What follows belongs to an exercise in optimizing a design on an open flow for small area and a short achievable clock period; a production flow would make more cautious choices. No run shown here included a check of the RTL's function; only the layout flow was run.

==> design.v <==
`timescale 1ns/1ps
module sra16 (
    input  wire [31:0] d,
    input  wire [3:0]  h,
    input  wire [3:0]  q,
    output wire [31:0] o
);
    wire [46:0] de = {{15{d[31]}}, d};
    wire [46:0] m;
    genvar k;
    generate
        for (k = 0; k < 44; k = k + 1) begin : lo
            assign m[k] = (h[0] & de[k]) | (h[1] & de[k+1]) | (h[2] & de[k+2]) | (h[3] & de[k+3]);
        end
        for (k = 44; k < 47; k = k + 1) begin : hi
            assign m[k] = d[31];
        end
        for (k = 0; k < 32; k = k + 1) begin : out
            assign o[k] = (q[0] & m[k]) | (q[1] & m[k+4]) | (q[2] & m[k+8]) | (q[3] & m[k+12]);
        end
    endgenerate
endmodule
module carries32 (
    input  wire [31:0] a,
    input  wire [31:0] b,
    output wire [31:0] c
);
    wire [31:0] g [0:6];
    wire [31:0] p [0:6];
    assign g[0] = a & b;
    assign p[0] = a ^ b;
    genvar l, k;
    generate
        for (l = 0; l < 5; l = l + 1) begin : ks
            for (k = 0; k < 32; k = k + 1) begin : bk
                if ((k & 1) && k >= (1 << l)) begin : n
                    assign g[l+1][k] = g[l][k] | (p[l][k] & g[l][k - (1 << l)]);
                    assign p[l+1][k] = p[l][k] & p[l][k - (1 << l)];
                end else begin : w
                    assign g[l+1][k] = g[l][k];
                    assign p[l+1][k] = p[l][k];
                end
            end
        end
        for (k = 0; k < 32; k = k + 1) begin : ev
            if (!(k & 1) && k >= 2) begin : n
                assign g[6][k] = g[5][k] | (p[5][k] & g[5][k-1]);
            end else begin : w
                assign g[6][k] = g[5][k];
            end
            assign p[6][k] = p[5][k];
        end
    endgenerate
    assign c = {g[6][30:0], 1'b0};
endmodule
module carries32bk (
    input  wire [31:0] a,
    input  wire [31:0] b,
    output wire [31:0] c
);
    wire [31:0] g [0:9];
    wire [31:0] t [0:9];
    assign g[0] = a & b;
    assign t[0] = a ^ b;
    genvar l, k;
    generate
        for (l = 0; l < 5; l = l + 1) begin : up
            for (k = 0; k < 32; k = k + 1) begin : bk
                if ((k % (2 << l)) == (2 << l) - 1) begin : n
                    assign g[l+1][k] = g[l][k] | (t[l][k] & g[l][k - (1 << l)]);
                    assign t[l+1][k] = t[l][k] & t[l][k - (1 << l)];
                end else begin : w
                    assign g[l+1][k] = g[l][k];
                    assign t[l+1][k] = t[l][k];
                end
            end
        end
        for (l = 3; l >= 0; l = l - 1) begin : dn
            for (k = 0; k < 32; k = k + 1) begin : bk
                if (k >= (3 << l) - 1 && (k % (2 << l)) == (1 << l) - 1) begin : n
                    assign g[9-l][k] = g[8-l][k] | (t[8-l][k] & g[8-l][k - (1 << l)]);
                end else begin : w
                    assign g[9-l][k] = g[8-l][k];
                end
                assign t[9-l][k] = t[8-l][k];
            end
        end
    endgenerate
    assign c = {g[9][30:0], 1'b0};
endmodule
module cordic_cos (
    input  wire        clk,
    input  wire        rst,
    input  wire [31:0] angle_in,
    output reg  [31:0] cos_out,
    output reg  [31:0] sin_out
);
    localparam [31:0] K = 32'h4DBA76D0;
    reg [4:0] c;
    wire load = c[4] & c[0];
    wire publ = c[4] & ~c[0];
    always @(posedge clk or posedge rst) begin
        if (rst)
            c <= 5'd17;
        else if (c[4])
            c <= c[0] ? 5'd0 : 5'd17;
        else
            c <= c + 5'd1;
    end
    reg [31:0] atan;
    always @(*) begin
        case (c[3:0])
            4'd0:  atan = 32'h3243F6A9;
            4'd1:  atan = 32'h1DAC6705;
            4'd2:  atan = 32'h0FADBAFC;
            4'd3:  atan = 32'h07F56EA6;
            4'd4:  atan = 32'h03FEAB76;
            4'd5:  atan = 32'h01FFD55B;
            4'd6:  atan = 32'h00FFFABA;
            4'd7:  atan = 32'h007FFFD5;
            4'd8:  atan = 32'h003FFFFF;
            4'd9:  atan = 32'h001FFFFF;
            4'd10: atan = 32'h000FFFFF;
            4'd11: atan = 32'h0007FFFF;
            4'd12: atan = 32'h0003FFFF;
            4'd13: atan = 32'h0001FFFF;
            4'd14: atan = 32'h0000FFFF;
            default: atan = 32'h00007FFF;
        endcase
    end
    wire [3:0] snext = (load | c[4]) ? 4'd0 : c[3:0] + 4'd1;
    wire [3:0] hn = 4'b0001 << snext[1:0];
    wire [3:0] qn = 4'b0001 << snext[3:2];
    reg  [3:0] hx, qx, hyn, qyn;
    always @(posedge clk) begin
        hx  <= hn;
        qx  <= qn;
        hyn <= ~hn;
        qyn <= ~qn;
    end
    reg [31:0] x, y, z;
    reg        zpos;
    wire [31:0] xs, ys;
    sra16 shx (.d(x), .h(hx), .q(qx), .o(xs));
    sra16 shy (.d(y), .h(~hyn), .q(~qyn), .o(ys));
    wire [31:0] sx = {32{zpos}};      
    wire [31:0] sy = {32{z[31]}};     
    wire [31:0] ax = x ^ sx, ay = y ^ sy, az = z ^ sx;
    wire [31:0] cx, cy;                          
    carries32 kx (.a(ax), .b(ys), .c(cx));
    carries32 ky (.a(ay), .b(xs), .c(cy));
    wire [31:0] cz;
    carries32bk kz (.a(az), .b(atan), .c(cz));
    wire [31:0] xn = x ^ ys ^ cx;
    wire [31:0] yn = y ^ xs ^ cy;
    wire [31:0] zn = z ^ atan ^ cz;
    always @(posedge clk) begin
        if (load) begin
            zpos <= ~angle_in[31];
            x <= K;
            y <= 32'd0;
            z <= angle_in;
        end else begin
            x <= xn;
            y <= yn;
            zpos <= ~zn[31];
            z <= zn;
        end
    end
    always @(posedge clk or posedge rst) begin
        if (rst) begin
            cos_out <= 32'd0;
            sin_out <= 32'd0;
        end else if (publ) begin
            cos_out <= x;
            sin_out <= y;
        end
    end
endmodule
==> flow/run.sh <==
#!/bin/bash
# The standard layout (standard.sh, with its config and SDC), with these changes:
# - synthesis runs ORFS's synth.tcl through flow/my_synth.tcl, which differs from
#   synth_recipe.tcl only in the ABC script: flow/abc_map.script (delay-driven
#   mapping) with the delay target in flow/abc_d.txt;
# - repair_timing aims for the setup margin in flow/margin.txt;
# - flow/make_args.txt: further ORFS variables, one per line (port buffer cell, ...).
# The clock period, SDC, reset and I/O constraints are the standard flow's own.
set -euo pipefail
W=$PWD
export MY_ABC_SCRIPT=$W/flow/abc_map.script
export MY_ABC_D=$(cat $W/flow/abc_d.txt)
M=$(cat $W/flow/margin.txt)
ARGS=()
while IFS= read -r line; do [ -n "$line" ] && ARGS+=("$line"); done < $W/flow/make_args.txt
bash $W/standard.sh SYNTH_SCRIPT=$W/flow/my_synth.tcl SETUP_SLACK_MARGIN=$M "${ARGS[@]}" \
  finish > $W/flow_standard.log 2>&1
==> flow/abc_d.txt <==
2000
==> flow/abc_map.script <==
strash
dch
map -B 0.9 {D}
topo
stime -c
buffer -c
upsize -c {D}
dnsize -c {D}
stime -c
==> flow/make_args.txt <==
BUFFER_PORTS_ARGS=-buffer_cell sky130_fd_sc_hd__buf_1
CTS_ARGS=-sink_clustering_enable -repair_clock_nets -dont_use_dummy_load
==> flow/margin.txt <==
6.6
==> flow/my_synth.tcl <==
proc synth {args} { yosys synth -nofsm -noshare {*}$args }
proc abc {args} {
  set new {}
  set skip 0
  foreach a $args {
    if {$skip} { set skip 0; lappend new $::env(MY_ABC_SCRIPT); continue }
    if {$a eq "-script"} { set skip 1; lappend new $a; continue }
    lappend new $a
  }
  if {[info exists ::env(MY_ABC_D)]} {
    set i [lsearch $new -D]
    if {$i >= 0} { set new [lreplace $new $i [expr {$i+1}]] }
    lappend new -D $::env(MY_ABC_D)
  }
  puts "MY ABC: $new"
  yosys abc {*}$new
}
source $::env(SCRIPTS_DIR)/synth.tcl
# left out here: clear keep_hierarchy, flatten, clean up, hide names made inside functions, write 1_2_yosys.v
==> standard.sh <==
#!/bin/bash
# synth_recipe.tcl (not shown) runs the flow's synth.tcl, then flattens the netlist and writes it again
# the make line also repeats each setting of config.mk as NAME=value (left out here)
make -C /OpenROAD-flow-scripts/flow DESIGN_CONFIG=/design/flow/config.mk WORK_HOME=/design/flow/orfs CLKGATE_MAP_FILE= SYNTH_SCRIPT=/design/flow/synth_recipe.tcl "${@:-finish}"
==> config.mk <==
export PLATFORM = sky130hd
export DESIGN_NAME = cordic_cos
export DESIGN_NICKNAME = cordic_cos
export VERILOG_FILES = /design/flow/design.v
export SDC_FILE = /design/flow/constraint.sdc
export NUM_CORES = 4
export LEC_CHECK = 0
export CAP_MARGIN = 20
export CORE_MARGIN = 2
export CORE_UTILIZATION = 45
export SLEW_MARGIN = 20
==> constraint.sdc <==
create_clock -name core_clock -period 10.0 [get_ports {clk}]
set_input_delay 2.0000 -clock core_clock [delete_from_list [all_inputs] [get_ports {clk}]]
set_output_delay 2.0000 -clock core_clock [all_outputs]
set_load 0.01 [all_outputs]
==> metrics.cfg, run 1 <==
[critical_path]
crit_fanout=10
critPathArrivalTime_ns=3.55
critPathKind=flop to flop
r2r_end=x[27]
reg2reg_from=hyn[2]
worstRegToRegCells=18
startpoint=hyn[2]
crit_end=x[27]
regToRegSetupSlack_ns=6.75
cp-end-kind=flop
cp-start-kind=flop
required_ns=10.31

[synthesis]
synthesis.nets=2093
synth_top_area_share=0.1611
yosysTopAreaCell=dfxtp_1
synth_area_leaders=dfxtp_1 16%, dfrtp_1 12%, xor2_1 12%
synth_seq_area_share=0.2842
ys.warnings.count=3
ys_async_sr_fraction=0.3791
synth_most_common_cell=nand2_1
ys_types=48
synth_common_cells=345 x nand2_1, 207 x inv_1, 187 x xor2_1, 179 x o21ai_0, 177 x a21oi_1
syn-cell-area_um2=14040
ys_ff_latch=182
synth_edf_count=0
synth_top_flop_cell=dfxtp_1
syn_inst=1961
syn_area_per_cell_um2=7.161

[floorplanning]
design.portCount=98
core_area_um2=30670
die_w_um=180.7
start_util=0.4579
rows=64
die_area_um2=32640
dieHeight_um=180.7

[sta]
clock-skew-final_ns=0.01896
setup_viol=0
finalHoldViolCount=0
fin_setup_tns_ns=0
period_share=0.3247
final_max_slew_viol_count=0
period_minus_slack_ns=3.247
rsz0062_at_grt=true
fmax_ghz=0.3080
tightestPinTransition_ns=0.9406
max_slew_margin=0.3730

[detailed_routing]
dr.pass1.iters=6
vias=14007
avgRoutedWirePerCell_um=18.54
wl_um=45570
drt_iter0_markers=1017
drcViolationCount=0
ant_nets=0
vias_per_cell=5.699

[clock_tree]
cts_tree=done
cts_max_path_buffers=2
clk_pin_slew_ns=0.07
clock-root-buffer=clkbuf_16
numClockSinks=182
clkLatencyLatePin_ns=0.45
cts_made_buffers=17
cts_hold_buf=0
cts.htree.levels=4

[place]
portBuffers=97
hpwl_um=33520
dp_cells=2380
routabilityCongestion=0.9777

[hold_path]
min-delay-start=cos_out[2]
hp-class=flop to flop

[global_route]
grt_max_degree=111
grt_usage=0.2668
grt_pass1_wl_um=69000
grt_overflow=0
antenna_found_initial=0
grt_pass1_vias=12679

[run]
drv_cap=0

[outcome]
status=timing/DRC/antenna clean

[final_layout]
area_delta_synth_final_pct=14.37
finalNonFillerCells=2458
layout-drive-gt1-share=0.1228
nNetsFinal=2195

## registers in the layout, summed over array words and instances (netlist names), 5 cells and up
register / flops
c: 5
cos_out: 32
sin_out: 32
x: 32
y: 32
z: 32
## placed cells by master (no fill, tap or decap), drive strengths merged, types with 13 or more instances in the layout
cell type,count
xnor2,25
buf,156
a21oi,178
clkinvlp,19
inv,201
dfrtp,67
a221oi,13
o22ai,86
nor2,159
nor3,13
xor2,187
dfxtp,113
o221ai,32
ha,98
or2,15
clkbuf,18
nand3,51
o21ai,187
nand2,374
## worst max-delay path: stages, from the launching register on
cell and delay, ns:
dfxtp_4 0.41, clkinvlp_4 0.10, buf_4 0.21, buf_4 0.17, a221oi_4 0.48, o221ai_2 0.25
ha_1 0.34, nand2_1 0.13, inv_1 0.05, a21oi_1 0.23, o21ai_2 0.10, inv_1 0.08
o21ai_1 0.06, a21oi_1 0.13, nand2_1 0.11, nand2_1 0.09, nand2_1 0.05, nand2_1 0.05
nand3_1 0.06
## final cells by class
type | instances | area (um2)
Antenna cell | 1 | 2.502
Clock buffer | 17 | 425.4
Fill cell | 3080 | 14610
Inverter | 216 | 878.3
Multi-Input combinational cell | 1483 | 9350
Sequential cell | 182 | 4031
Tap cell | 396 | 495.5
Timing Repair Buffer | 157 | 835.8
Timing Repair inverter | 6 | 42.54
## how the worst min path moves through the flow
| stage | to | slack (ns) | cells after the start |
|---|---|---|---|
| floorplan | y[0] | 0.46 | 1 |
| global placement | cos_out[13] | 0.46 | 2 |
| detailed placement | cos_out[25] | 0.47 | 2 |
| CTS | cos_out[2] | 0.49 | 2 |
| global route | cos_out[25] | 0.50 | 2 |
| finish | cos_out[2] | 0.48 | 2 |
## per-layer routing
layer	track usage	vias up	share of wire
met2	0.4271	576	0.45
li1	-	6815	-
met4	0.1223	0	0.043
met1	0.3458	6494	0.44
met3	0.05356	122	0.070
met5	0	-	0
## cell families after synthesis
| kind of cell | synth area share |
|---|---|
| compound gates | 0.2237 |
| xor+xnor | 0.1322 |
| fa+ha+maj | 0.08731 |
| buf+inv | 0.08241 |
| flops | 0.2842 |
| mux | 0.0008018 |
| simple gates | 0.1893 |
## repair_timing
action / CTS / global route
gates resized for setup: 43 / 123
endpoints found under the setup margin: 59 / 65
buffers inserted: 7 / 47
gates cloned: 0 / 6
pin swaps: 0 / 15
## through the flow
stage,hold slack (ns),cell area [um2],utilization,setup WS (ns)
4_1_cts,0.4852,15250,0.4973,6.554
3_5_place_dp,0.4704,14620,0.4767,5.822
5_1_grt,0.5005,16060,0.5236,6.542
2_1_floorplan,0.4632,14050,-,6.875
3_3_place_gp,0.4641,14620,0.4767,5.906
6_report,0.4769,16060,0.5237,6.753
==> run 2, diff against run 1 <==
--- a/design.v
+++ b/design.v
@@ -3,3 +3,4 @@
     input  wire [31:0] d,
-    input  wire [3:0]  h,
+    input  wire [3:0]  ha,
+    input  wire [3:0]  hb,
     input  wire [3:0]  q,
@@ -11,4 +12,7 @@
     generate
-        for (k = 0; k < 44; k = k + 1) begin : lo
-            assign m[k] = (h[0] & de[k]) | (h[1] & de[k+1]) | (h[2] & de[k+2]) | (h[3] & de[k+3]);
+        for (k = 0; k < 22; k = k + 1) begin : lo
+            assign m[k] = (ha[0] & de[k]) | (ha[1] & de[k+1]) | (ha[2] & de[k+2]) | (ha[3] & de[k+3]);
+        end
+        for (k = 22; k < 44; k = k + 1) begin : mid
+            assign m[k] = (hb[0] & de[k]) | (hb[1] & de[k+1]) | (hb[2] & de[k+2]) | (hb[3] & de[k+3]);
         end
@@ -54,37 +58,2 @@
     assign c = {g[6][30:0], 1'b0};
-endmodule
-module carries32bk (
-    input  wire [31:0] a,
-    input  wire [31:0] b,
-    output wire [31:0] c
-);
-    wire [31:0] g [0:9];
-    wire [31:0] t [0:9];
-    assign g[0] = a & b;
-    assign t[0] = a ^ b;
-    genvar l, k;
-    generate
-        for (l = 0; l < 5; l = l + 1) begin : up
-            for (k = 0; k < 32; k = k + 1) begin : bk
-                if ((k % (2 << l)) == (2 << l) - 1) begin : n
-                    assign g[l+1][k] = g[l][k] | (t[l][k] & g[l][k - (1 << l)]);
-                    assign t[l+1][k] = t[l][k] & t[l][k - (1 << l)];
-                end else begin : w
-                    assign g[l+1][k] = g[l][k];
-                    assign t[l+1][k] = t[l][k];
-                end
-            end
-        end
-        for (l = 3; l >= 0; l = l - 1) begin : dn
-            for (k = 0; k < 32; k = k + 1) begin : bk
-                if (k >= (3 << l) - 1 && (k % (2 << l)) == (1 << l) - 1) begin : n
-                    assign g[9-l][k] = g[8-l][k] | (t[8-l][k] & g[8-l][k - (1 << l)]);
-                end else begin : w
-                    assign g[9-l][k] = g[8-l][k];
-                end
-                assign t[9-l][k] = t[8-l][k];
-            end
-        end
-    endgenerate
-    assign c = {g[9][30:0], 1'b0};
 endmodule
@@ -133,8 +102,17 @@
     wire [3:0] qn = 4'b0001 << snext[3:2];
-    reg  [3:0] hx, qx, hyn, qyn;
+    reg  [3:0] hxa, hxbn, qx, qyn, hya, hybn;
     always @(posedge clk) begin
-        hx  <= hn;
-        qx  <= qn;
-        hyn <= ~hn;
-        qyn <= ~qn;
+        hxa  <= hn;
+        hxbn <= ~hn;
+        qx   <= qn;
+        qyn  <= ~qn;
+    end
+    always @(posedge clk or posedge rst) begin
+        if (rst) begin
+            hya  <= 4'b0000;
+            hybn <= 4'b1111;
+        end else begin
+            hya  <= hn;
+            hybn <= ~hn;
+        end
     end
@@ -143,4 +121,4 @@
     wire [31:0] xs, ys;
-    sra16 shx (.d(x), .h(hx), .q(qx), .o(xs));
-    sra16 shy (.d(y), .h(~hyn), .q(~qyn), .o(ys));
+    sra16 shx (.d(x), .ha(hxa), .hb(~hxbn), .q(qx), .o(xs));
+    sra16 shy (.d(y), .ha(hya), .hb(~hybn), .q(~qyn), .o(ys));
     wire [31:0] sx = {32{zpos}};      
@@ -152,3 +130,3 @@
     wire [31:0] cz;
-    carries32bk kz (.a(az), .b(atan), .c(cz));
+    carries32 kz (.a(az), .b(atan), .c(cz));
     wire [31:0] xn = x ^ ys ^ cx;
==> flow/margin.txt (replaced) <==
6.8
--- a/config.mk
+++ b/config.mk
@@ -9,3 +9,3 @@
 export CORE_MARGIN = 2
-export CORE_UTILIZATION = 45
+export CORE_UTILIZATION = 40
 export SLEW_MARGIN = 20
==> metrics.cfg, run 2 <==
[critical_path]
worstRegToRegCells=17  ; -1
critPathTopFamily=simple AND/OR/NAND/NOR gates
crit_path_cell_trace=buf_4, o22ai_1, nor2_2, o21a_1, o221ai_1, ha_1, nand2_1, nor2_1, inv_1, o21ai_1, nand3_1, nand2_1, a21oi_1, nand2_2, nand2_2, a21oi_1, nor2_1
regToRegSetupSlack_ns=6.88  ; +0.13 ns
crit_end=x[31]
required_ns=10.35  ; +0.04 ns
critPathKind=flop to flop
startpoint=hybn[0]
crit_fanout=8  ; -2
cp-end-kind=flop
worst-path-buf-inv=2  ; -3
r2r_end=x[31]
reg2reg_from=hybn[0]
critPathMaxStageDelay_ns=0.62  ; +0.14 ns
cp.depth=17  ; -1
critPathArrivalTime_ns=3.47  ; -0.08 ns
cp-start-kind=flop
critical_path.slowest_cell=dfstp_2

[sta]
setup_viol=0  ; unchanged
clock-skew-final_ns=0.02643  ; +0.007473 ns
rsz0062_at_grt=true
fmax_ghz=0.3208  ; +4.2%
final_max_slew_viol_count=0  ; unchanged
tightestPinTransition_ns=1.047  ; +0.1060 ns
period_minus_slack_ns=3.117  ; -0.1296 ns
period_share=0.3117  ; -0.01296
finalHoldViolCount=0  ; unchanged
fin_setup_tns_ns=0  ; unchanged
max_slew_margin=0.3023  ; -0.07065

[detailed_routing]
ant_nets=0  ; unchanged
drt_iter0_markers=1046  ; +2.9%
vias_per_cell=5.378  ; -5.6%
vias=14397  ; +2.8%
avgRoutedWirePerCell_um=17.34  ; -6.5%
dr.pass1.iters=6  ; unchanged
drcViolationCount=0  ; unchanged
wl_um=46420  ; +1.9%

[clock_tree]
cts_tree=done
clk_pin_slew_ns=0.07  ; about the same
cts_max_path_buffers=2  ; unchanged
clkLatencyLatePin_ns=0.46  ; about the same
numClockSinks=190  ; +4.4%
cts_made_buffers=17  ; unchanged
cts_hold_buf=0  ; unchanged
cts.htree.levels=4  ; unchanged
clock-root-buffer=clkbuf_16

[place]
portBuffers=97  ; unchanged
hpwl_um=34120  ; +1.8%
routabilityCongestion=0.9246  ; -5.4%
dp_cells=2578  ; +8.3%

[floorplanning]
dieHeight_um=195.7  ; +8.4%
rows=70  ; +9.4%
core_area_um2=36430  ; +19%
die_area_um2=38320  ; +17%
design.portCount=98  ; unchanged
start_util=0.4036  ; -0.05426
die_w_um=195.7  ; +8.4%

[final_layout]
n_antenna_cell=0  ; -1
layout_commonest_cell=nand2_1
finalNonFillerCells=2677  ; +8.9%
nNetsFinal=2343  ; +6.7%
area_delta_synth_final_pct=16.89
layout-drive-gt1-share=0.1725  ; +0.04972
final_cell_mix=389 x nand2_1, 189 x inv_1, 181 x xor2_1, 157 x nor2_1, 141 x o21ai_0

[global_route]
grt_max_degree=129  ; +16%
grt_pass1_wl_um=71170  ; +3.1%
grt_pass1_vias=13148  ; +3.7%
grt_usage=0.2344  ; -0.03235
antenna_found_initial=0  ; unchanged
grt_overflow=0  ; unchanged

[synthesis]
synth_area_leaders=dfxtp_1 15%, dfrtp_1 12%, xor2_1 11%
ys_ff_latch=190  ; +4.4%
synth_top_flop_cell=dfxtp_1
syn_inst=2087  ; +6.4%
ys.warnings.count=2  ; -1
syn-cell-area_um2=14710  ; +4.7%
syn_area_per_cell_um2=7.047  ; -1.6%
synth_common_cells=403 x nand2_1, 225 x inv_1, 193 x nor2_1, 181 x xor2_1, 165 x o21ai_0
yosysTopAreaCell=dfxtp_1
synth_seq_area_share=0.2853  ; +0.001137
ys_async_sr_fraction=0.4053  ; +0.02614
synth_edf_count=0  ; unchanged
ys_types=52  ; +8.3%
synth_most_common_cell=nand2_1
synthesis.nets=2219  ; +6.0%
synth_top_area_share=0.1538  ; -0.007263

[outcome]
status=timing/DRC/antenna clean

[run]
drv_cap=0  ; unchanged

[hold_path]
hp-class=flop to flop

[run 2: cell type report]
type,instances,area (um2)
clock buffers,17,425.4
fillers,3710,19240
inverters,241,967.2
multi-input cells,1576,9921
flip-flops and latches,190,4242
well taps,468,585.6
repair buffers,183,1035
repair inverters,2,15.01
[run 2: kinds of logic after synthesis]
kind of cell | after synthesis | share of synthesized area
adders and majority gates | 98 | 0.08338
and+or+nand+nor | 742 | 0.2109
DFF | 190 | 0.2853
AOI/OAI and AO/OA | 528 | 0.2097
muxes | 1 | 0.0007656
buffers and inverters | 321 | 0.08661
xor gates and xnor gates | 207 | 0.1233
[run 2: per-layer routing]
layer / GRT usage / routed length (um)
met1: 0.3074 / 20740
met2: 0.3937 / 22160
met3: 0.03335 / 2400
met4: 0.08558 / 1114
met5: 0 / 0
[run 2: worst min-delay path by stage]
stage	to	start	slack, ns	depth (start not counted)
6_report	sin_out[22]	sin_out[22]	0.48	2
2_1_floorplan	y[0]	y[0]	0.46	1
3_5_place_dp	sin_out[24]	sin_out[24]	0.47	2
5_1_grt	cos_out[29]	cos_out[29]	0.51	2
4_1_cts	cos_out[26]	cos_out[26]	0.49	2
3_3_place_gp	sin_out[27]	sin_out[27]	0.46	2
[run 2: through the flow]
| step | setup slack (ns) | cell area, um2 | util | hold slack (ns) |
|---|---|---|---|---|
| 3_5_place_dp | 6.335 | 15350 | 0.4213 | 0.4717 |
| 2_1_floorplan | 6.881 | 14710 | - | 0.4634 |
| 6_report | 6.883 | 17190 | 0.4718 | 0.4808 |
| 5_1_grt | 6.729 | 17190 | 0.4718 | 0.5118 |
| 3_3_place_gp | 6.396 | 15350 | 0.4213 | 0.4643 |
| 4_1_cts | 6.768 | 16040 | 0.4401 | 0.4875 |
[run 2: what timing repair did]
action | 4_1_cts | 5_1_grt
pin swaps | 4 | 58
setup buffers | 13 | 67
gates resized for setup | 53 | 208
endpoints found under the setup margin | 62 | 64
cloned | 1 | 1
[run 2: worst register-to-register path, cell delays in order (launching register included)]
cell and delay (ns):
dfstp_2 0.62, buf_4 0.16, o22ai_1 0.12, nor2_2 0.24
o21a_1 0.16, o221ai_1 0.22, ha_1 0.38, nand2_1 0.08
nor2_1 0.14, inv_1 0.08, o21ai_1 0.23, nand3_1 0.11
nand2_1 0.08, a21oi_1 0.05, nand2_2 0.13, nand2_2 0.06
a21oi_1 0.12, nor2_1 0.06

[re-timing with driven ports]
In the flow no input, the clock included, has a driving cell. The finished layouts below were timed again as built, in two steps.
Step 1 sets driving cells, clkbuf_16 on the clock port and buf_2 on the other inputs (assumed; they add their load-dependent delay and slew).
Step 2 moves the port delays by t, midway between the first and last clock arrival at a register: inputs arrive t later, outputs are due t later. That takes back most of the time a late clock gives input paths.
Three values: no drivers, after step 1, after step 2; two values: the first two.
run | t (ns) | slack for setup (ns) | worst slew at a driven data input, ns
run 1 | 0.493 | 6.753 / 6.753 / 6.753 | 0.03
run 2 | 0.506 | 6.883 / 6.883 / 6.883 | 0.03
After both steps setup and hold are still met in every run listed.
